Background: an optimization exercise with open tools, aiming at small area, a short achievable clock period and few clock cycles per item. Do not read the settings as production practice. RTL that was checked went through simulation tests only; none was proved equivalent to the original. Power is estimated from default activity; no workload was simulated.

## lane 1
Design unpipelined_divider, start of the top module:
module unpipelined_divider #
(
    parameter N = 32
)
(
    input wire [N-1:0] dividend,
    input wire [N-1:0] divisor,
    input wire start,
    input wire rst,
    input wire clk,
    output wire [N-1:0] quotient,
    output wire [N-1:0] remainder,
    output reg done
);
For scale: about 560 cells after synthesis, ~0.0047 mm2 of cells after synthesis.
Settings: LEC_CHECK=0, CAP_MARGIN=20, CORE_MARGIN=2, CORE_UTILIZATION=55, CTS_BUF_LIST=sky130_fd_sc_hd__clkbuf_4 sky130_fd_sc_hd__clkbuf_8, SETUP_SLACK_MARGIN=1.1, SLEW_MARGIN=20, SYNTH_HIERARCHICAL=1, SYNTH_MINIMUM_KEEP_SIZE=0; clock period 4.0 ns.
standard.sh (not shown) runs the stock make flow with config.mk's settings and CLKGATE_MAP_FILE= SYNTH_SCRIPT=/design/flow/synth_recipe.tcl, a recipe that flattens the netlist after the stock synthesis.
==> flow/flow/run.sh <==
#!/bin/bash
# The standard layout (standard.sh) with two changes:
#  - the final ABC mapping of the standard synthesis uses flow/abc_map.script
#    (ORFS's speed script without its blanket upsizing);
#  - the port buffers are the library's smallest plain buffer (buffer_ports
#    otherwise picks a delay cell).
set -euo pipefail
here=$(pwd)
export FLOW_SYNTH_TCL=$here/synth_recipe.tcl
export MY_ABC_SCRIPT=$here/flow/abc_map.script
export BUFFER_PORTS_ARGS="-buffer_cell sky130_fd_sc_hd__buf_1"
sed "s#SYNTH_SCRIPT=[^ ]*#SYNTH_SCRIPT=$here/flow/my_synth.tcl#" standard.sh > my_standard.sh
grep -q "SYNTH_SCRIPT=$here/flow/my_synth.tcl" my_standard.sh
bash my_standard.sh > standard.log 2>&1
==> flow/flow/abc_map.script <==
&get -n
&st
&dch
&nf
&st
&syn2
&if -g -K 6
&synch2
&nf
&st
&syn2
&if -g -K 6
&synch2
&nf
&st
&syn2
&if -g -K 6
&synch2
&nf
&st
&syn2
&if -g -K 6
&synch2
&nf
&st
&syn2
&if -g -K 6
&synch2
&nf
&put
buffer -c
topo
stime -c

dnsize -c
==> flow/flow/my_synth.tcl <==
# The standard flow's synthesis (synth_recipe.tcl, unchanged), except that the final ABC
# technology mapping runs flow/abc_map.script instead of ORFS's speed script
proc abc {args} {
  set i [lsearch -exact $args -script]
  if {$i >= 0} {
    lset args [expr {$i + 1}] $::env(MY_ABC_SCRIPT)
  }
  yosys abc {*}$args
}
source $::env(FLOW_SYNTH_TCL)
For lane 2, these inputs were changed with respect to lane 1:
Settings: changing SETUP_SLACK_MARGIN from 1.1 to 1.0.
- Lane 2 completed every stage of the flow, and the final layout passed the timing, DRC and antenna checks.
- The count of hold-fix buffers inserted at cts was comparable across lane 2 and lane 1.
- Between lane 2 and lane 1, the difference in achievable frequency is negligible.
- Delta (lane 2 minus lane 1): arrival time of data at the critical path endpoint now larger; worst setup slack before clock tree synthesis now smaller; buffer count excluding the clock tree in the final layout now smaller.
- Relative to lane 1, fraction of power consumed by combinational cells decreased by 1.8 points in lane 2.
Function was not checked in any run of this note: the RTL went through the layout flow alone.

========
## run 1
unpipelined_divider, a different RTL version from the one above (not shown whole).
Size: roughly 550 cells after synthesis, about 71 flip-flops.
==> flow/config.mk <==
export PLATFORM = sky130hd
export DESIGN_NAME = unpipelined_divider
export DESIGN_NICKNAME = unpipelined_divider
export VERILOG_FILES = /design/flow/design.v
export SDC_FILE = /design/flow/constraint.sdc
export NUM_CORES = 4
export LEC_CHECK = 0
export CAP_MARGIN = 20
export CORE_MARGIN = 2
export CORE_UTILIZATION = 70
export CTS_BUF_LIST = sky130_fd_sc_hd__clkbuf_4 sky130_fd_sc_hd__clkbuf_8
export SETUP_SLACK_MARGIN = 1.0
export SLEW_MARGIN = 20
==> flow/constraint.sdc <==
create_clock -name core_clock -period 4.0 [get_ports {clk}]
set_input_delay 0.8000 -clock core_clock [delete_from_list [all_inputs] [get_ports {clk}]]
set_output_delay 0.8000 -clock core_clock [all_outputs]
set_load 0.01 [all_outputs]
==> flow/flow/run.sh <==
#!/bin/bash
# The standard layout, with the port buffers set to the library's smallest
# plain buffer (buffer_ports otherwise picks a delay cell) and the settings
# below passed to the ORFS make.
set -euo pipefail
export BUFFER_PORTS_ARGS="-buffer_cell sky130_fd_sc_hd__buf_1"

bash standard.sh > standard.log 2>&1
Testbench counts of run 1, summed over its fixed seeds: cycles 10,456, items 512.
Modified inputs, run 2 compared to run 1
Settings: swapping 70 for 40 in CORE_UTILIZATION; swapping 1.0 for 1.25 in SETUP_SLACK_MARGIN.
Looking at growth of design area from synthesis to finish, run 2 sits 16 points higher than run 1 does. Total power density per cell area: run 1 and run 2 compared, lower one is run 2. Average via count per standard cell went down by more than 10% going from run 1 to run 2. Compared with run 1, run 2 shows clock share of power higher by 0.7 points. Worst-path maximum fanout for run 2 is lower than for run 1. Max wire length across run 1 and run 2: run 2. Number of ordinary and repair buffers in the finished layout, run 2 vs run 1: up by more than 10%. Required time at the worst-slack endpoint (higher): run 2. Against run 1, total leakage power in run 2 rose by a little under 10%. From run 1 to run 2, depth of the worst register-to-register path did not move at all.
Edits applied to the flow inputs when going from run 2 to run 3:
Settings: a change of CORE_UTILIZATION from 40 to 55; a change of SETUP_SLACK_MARGIN from 1.25 to 1.1.
### Flow results
Diff run 3..run 2 | top-level port count | negligible
Run 3 ended up with a higher global-route usage than run 2 did.
Count of plain and timing-repair buffers in run 3 is 16 lower than in run 2
Comparing the two runs side by side, run 3 comes out behind run 2 on setup slack.
Run 3 against run 2: design internal power -about 13%, net switching power figure -about 3%, proportion of power drawn by combinational gates -1.1 points, wire length of the first global-routing pass -about 3%.
Row met3 demand-to-capacity share in global routing: run 3 higher / run 2 lower
Compared with run 2, run 3 ends up with a smaller final cell area.
Input changes introduced in run 4 (baseline for comparison: run 3):
Settings: SETUP_SLACK_MARGIN: 1.1 -> 1.0.
diff --git a/flow/flow/run.sh b/flow/flow/run.sh
--- a/flow/flow/run.sh
+++ b/flow/flow/run.sh
@@ -5,4 +5,4 @@
 set -euo pipefail
 export BUFFER_PORTS_ARGS="-buffer_cell sky130_fd_sc_hd__buf_1"
-
+export RECOVER_POWER=50
 bash standard.sh > standard.log 2>&1
Findings:
- The final report for run 4 shows a completed flow and a layout that fails verification, specifically max-capacitance violations, max-slew violations.
- Looking at post-route fraction of the period consumed by the critical path, run 4 sits 1.5 points higher than run 3 does.
- Maximum clock skew at final layout essentially unchanged between run 3 and run 4.
- Diff run 3 -> run 4 | total power | down by a few percent
- Compared with run 3, in run 4 number of routed nets with antenna violations saw little to no change, number of buffer cells added on primary ports about even.
- Summary of run 4 over run 3: number of cells in the finished layout apart from fillers now sits lower, clock period minus worst slack now sits higher.

========
Another version of the RTL of unpipelined_divider (not shown whole).
Size: ~610 cells after synthesis, about 71 flip-flops, roughly 130 I/O pins, about 5500 sq um of cells after synthesis.
clock: 4.0 ns
lec_check: 0
cap_margin: 20
core_margin: 2
core_utilization: 55
cts_buf_list: sky130_fd_sc_hd__clkbuf_4 sky130_fd_sc_hd__clkbuf_8
setup_slack_margin: 1.0
slew_margin: 20
synth_hierarchical: 1
synth_minimum_keep_size: 0
==> flow/flow/run.sh <==
#!/bin/bash
# The standard layout, with the port buffers set to the library's smallest
# plain buffer (buffer_ports otherwise picks a delay cell) and the settings
# below passed to the ORFS make.
set -euo pipefail
export BUFFER_PORTS_ARGS="-buffer_cell sky130_fd_sc_hd__buf_1"

bash standard.sh > standard.log 2>&1
The starting point completed with no timing, DRC or antenna violations.
Then changed:
Settings changed: SETUP_SLACK_MARGIN 1.0 to 1.5.
What happened:
- The changed run finished clean
- fmax increases by a few percent
- count of clock-buffer cells in the layout does not change
- utilization increases by 11 points
- design area increases by about a fifth
- non-clock buffer count increases by 41
No functional check of the RTL was part of any run of this note.

========
== run H ==
Another version of the RTL of unpipelined_divider (not shown whole).
Size: roughly 130 I/O pins, roughly 4700 µm² of cells after synthesis.
export LEC_CHECK = 0
export CAP_MARGIN = 20
export CORE_MARGIN = 2
export CORE_UTILIZATION = 55
export CTS_BUF_LIST = sky130_fd_sc_hd__clkbuf_4 sky130_fd_sc_hd__clkbuf_8
export SETUP_SLACK_MARGIN = 1.0
export SLEW_MARGIN = 20
export SYNTH_HIERARCHICAL = 1
export SYNTH_MINIMUM_KEEP_SIZE = 0
create_clock -name core_clock -period 4.0 [get_ports {clk}]
==> flow/flow/run.sh <==
#!/bin/bash
# The standard layout (standard.sh) with two changes:
#  - the final ABC mapping of the standard synthesis uses flow/abc_map.script
#    (ORFS's speed script without its blanket upsizing);
#  - the port buffers are the library's smallest plain buffer (buffer_ports
#    otherwise picks a delay cell).
set -euo pipefail
here=$(pwd)
export FLOW_SYNTH_TCL=$here/synth_recipe.tcl
export MY_ABC_SCRIPT=$here/flow/abc_map.script
export BUFFER_PORTS_ARGS="-buffer_cell sky130_fd_sc_hd__buf_1"
sed "s#SYNTH_SCRIPT=[^ ]*#SYNTH_SCRIPT=$here/flow/my_synth.tcl#" standard.sh > my_standard.sh
grep -q "SYNTH_SCRIPT=$here/flow/my_synth.tcl" my_standard.sh
bash my_standard.sh > standard.log 2>&1
Scripts as last shown in full above: flow/flow/abc_map.script, flow/flow/my_synth.tcl
Run H completed end to end with timing, DRC and antenna clean.
### run H -> run P
- changing SETUP_SLACK_MARGIN from 1.0 to 1.25
Wire length of the first global-routing pass: higher on run P. Taking run H as the reference, in run P met2 track demand over resource increased 3.5 points, overall routed net length increased about 14%. When run P is measured against run H, its cell-internal power turns out 9.5% higher. Run P: critical path depth 2 below run H. Launching instance or port of the critical path: start -> run H, divisor[15] -> run P. On multi-input gate share of the layout cell area, run H and run P are neck and neck.
No run of this note included a check of the RTL's function; only the layout flow was run.

========
P:
unpipelined_divider, a different RTL version from the one above (not shown whole).
Size: about 550 cells after synthesis.
Settings: LEC_CHECK=0, CAP_MARGIN=20, CORE_MARGIN=2, CORE_UTILIZATION=55, CTS_BUF_LIST=sky130_fd_sc_hd__clkbuf_4 sky130_fd_sc_hd__clkbuf_8, SETUP_SLACK_MARGIN=0.8, SLEW_MARGIN=20, SYNTH_HIERARCHICAL=1, SYNTH_MINIMUM_KEEP_SIZE=0; clock period 4.0 ns.
Scripts as last shown in full above: flow/flow/run.sh, flow/flow/abc_map.script, flow/flow/my_synth.tcl
P finished every step from synthesis to the final layout, and the layout passed the timing, DRC and antenna checks.
What Q does differently from P at the input level:
# P
export LEC_CHECK = 0
export CAP_MARGIN = 20
export CORE_MARGIN = 2
export CORE_UTILIZATION = 55
export CTS_BUF_LIST = sky130_fd_sc_hd__clkbuf_4 sky130_fd_sc_hd__clkbuf_8
export SETUP_SLACK_MARGIN = 0.8
export SLEW_MARGIN = 20
export SYNTH_HIERARCHICAL = 1
export SYNTH_MINIMUM_KEEP_SIZE = 0
create_clock -name core_clock -period 4.0 [get_ports {clk}]
# Q
export LEC_CHECK = 0
export CAP_MARGIN = 20
export CORE_MARGIN = 2
export CORE_UTILIZATION = 45
export CTS_BUF_LIST = sky130_fd_sc_hd__clkbuf_4 sky130_fd_sc_hd__clkbuf_8
export SETUP_SLACK_MARGIN = 1.0
export SLEW_MARGIN = 20
export SYNTH_HIERARCHICAL = 1
export SYNTH_MINIMUM_KEEP_SIZE = 0
create_clock -name core_clock -period 4.0 [get_ports {clk}]
Results
Per the comparison of Q with P, worst setup slack after layout saw an increase; register-to-register slack saw an increase; power per cell area saw a decrease; floorplan row count saw an increase.
Q | status: complete | timing, DRC, antenna: pass
Compared with P, Q shows number of violations reported at the end of detailed-routing iteration 0 that has gone down by a few percent.
Looking at portion of total power attributed to combinational logic, Q sits below P.
Changes in R relative to Q:
# Q
export LEC_CHECK = 0
export CAP_MARGIN = 20
export CORE_MARGIN = 2
export CORE_UTILIZATION = 45
export CTS_BUF_LIST = sky130_fd_sc_hd__clkbuf_4 sky130_fd_sc_hd__clkbuf_8
export SETUP_SLACK_MARGIN = 1.0
export SLEW_MARGIN = 20
export SYNTH_HIERARCHICAL = 1
export SYNTH_MINIMUM_KEEP_SIZE = 0
create_clock -name core_clock -period 4.0 [get_ports {clk}]
# R
export LEC_CHECK = 0
export CAP_MARGIN = 20
export CORE_MARGIN = 2
export CORE_UTILIZATION = 55
export CTS_BUF_LIST = sky130_fd_sc_hd__clkbuf_4 sky130_fd_sc_hd__clkbuf_8
export SETUP_SLACK_MARGIN = 1.0
export SLEW_MARGIN = 20
export SYNTH_HIERARCHICAL = 1
export SYNTH_MINIMUM_KEEP_SIZE = 0
create_clock -name core_clock -period 4.0 [get_ports {clk}]
--- outcome ---
- Highest cell delay on the worst timing path (lower): R
- Looking at worst hold slack, R sits 5.5 ps below Q.
- In R, starting density of the core is higher than in Q.
- Looking at source of the critical timing path, the divisor[9] result is from Q; the divisor[1] one comes from R.
No functional check of the RTL was part of any run of this note.

-- port drivers added, routing unchanged --
In the flow no input, the clock included, has a driving cell. The finished layouts below were timed again as built, in two steps. Step 1 sets driving cells, clkbuf_16 on the clock port and buf_2 on the other inputs (assumed; they add their load-dependent delay and slew). Step 2 adds t to the input delays and takes it off the output delays; t is the mean of the earliest and latest rising clock arrival at the registers after step 1. Input paths then give back, and output paths get back, about the clock's delay inside the block. a / b / c = ideal ports / drivers / drivers and shift; a / b = the first two.
| run | shift t [ns] | setup slack, ns | worst setup path after step 2 | clock arrival spread, ns |
|---|---|---|---|---|
| lane 1 | 0.375 | 1.012 / 1.013 / 0.638 | input to register | 0.010 / 0.010 |
| lane 2 | 0.383 | 1.004 / 1.012 / 0.629 | input to register | 0.008 / 0.007 |
| run 1 | 0.380 | 1.025 / 1.037 / 0.657 | input to register | 0.011 / 0.012 |
| run 2 | 0.386 | 1.140 / 1.133 / 0.748 | input to register | 0.009 / 0.009 |
| run 3 | 0.386 | 1.111 / 1.113 / 0.727 | input to register | 0.022 / 0.023 |
| run 4 | 0.393 | 1.050 / 1.064 / 0.671 | input to register | 0.021 / 0.021 |
| the first run of note 3 | 0.389 | 1.014 / 1.027 / 0.638 | input to register | 0.012 / 0.012 |
| the second run of note 3 | 0.394 | 1.116 / 1.107 / 0.714 | input to register | 0.017 / 0.017 |
| run H | 0.382 | 1.137 / 1.140 / 0.759 | input to register | 0.015 / 0.015 |
| run P | 0.384 | 1.197 / 1.206 / 0.822 | input to register | 0.017 / 0.017 |
| P | 0.384 | 1.033 / 1.048 / 0.664 | input to register | 0.012 / 0.012 |
| Q | 0.378 | 1.186 / 1.198 / 0.820 | input to register | 0.011 / 0.010 |
| R | 0.383 | 1.192 / 1.205 / 0.823 | input to register | 0.014 / 0.013 |
The setup slack of the second run of note 3, which loses most, moves by -0.009 ns with the drivers and by -0.402 ns with both steps.
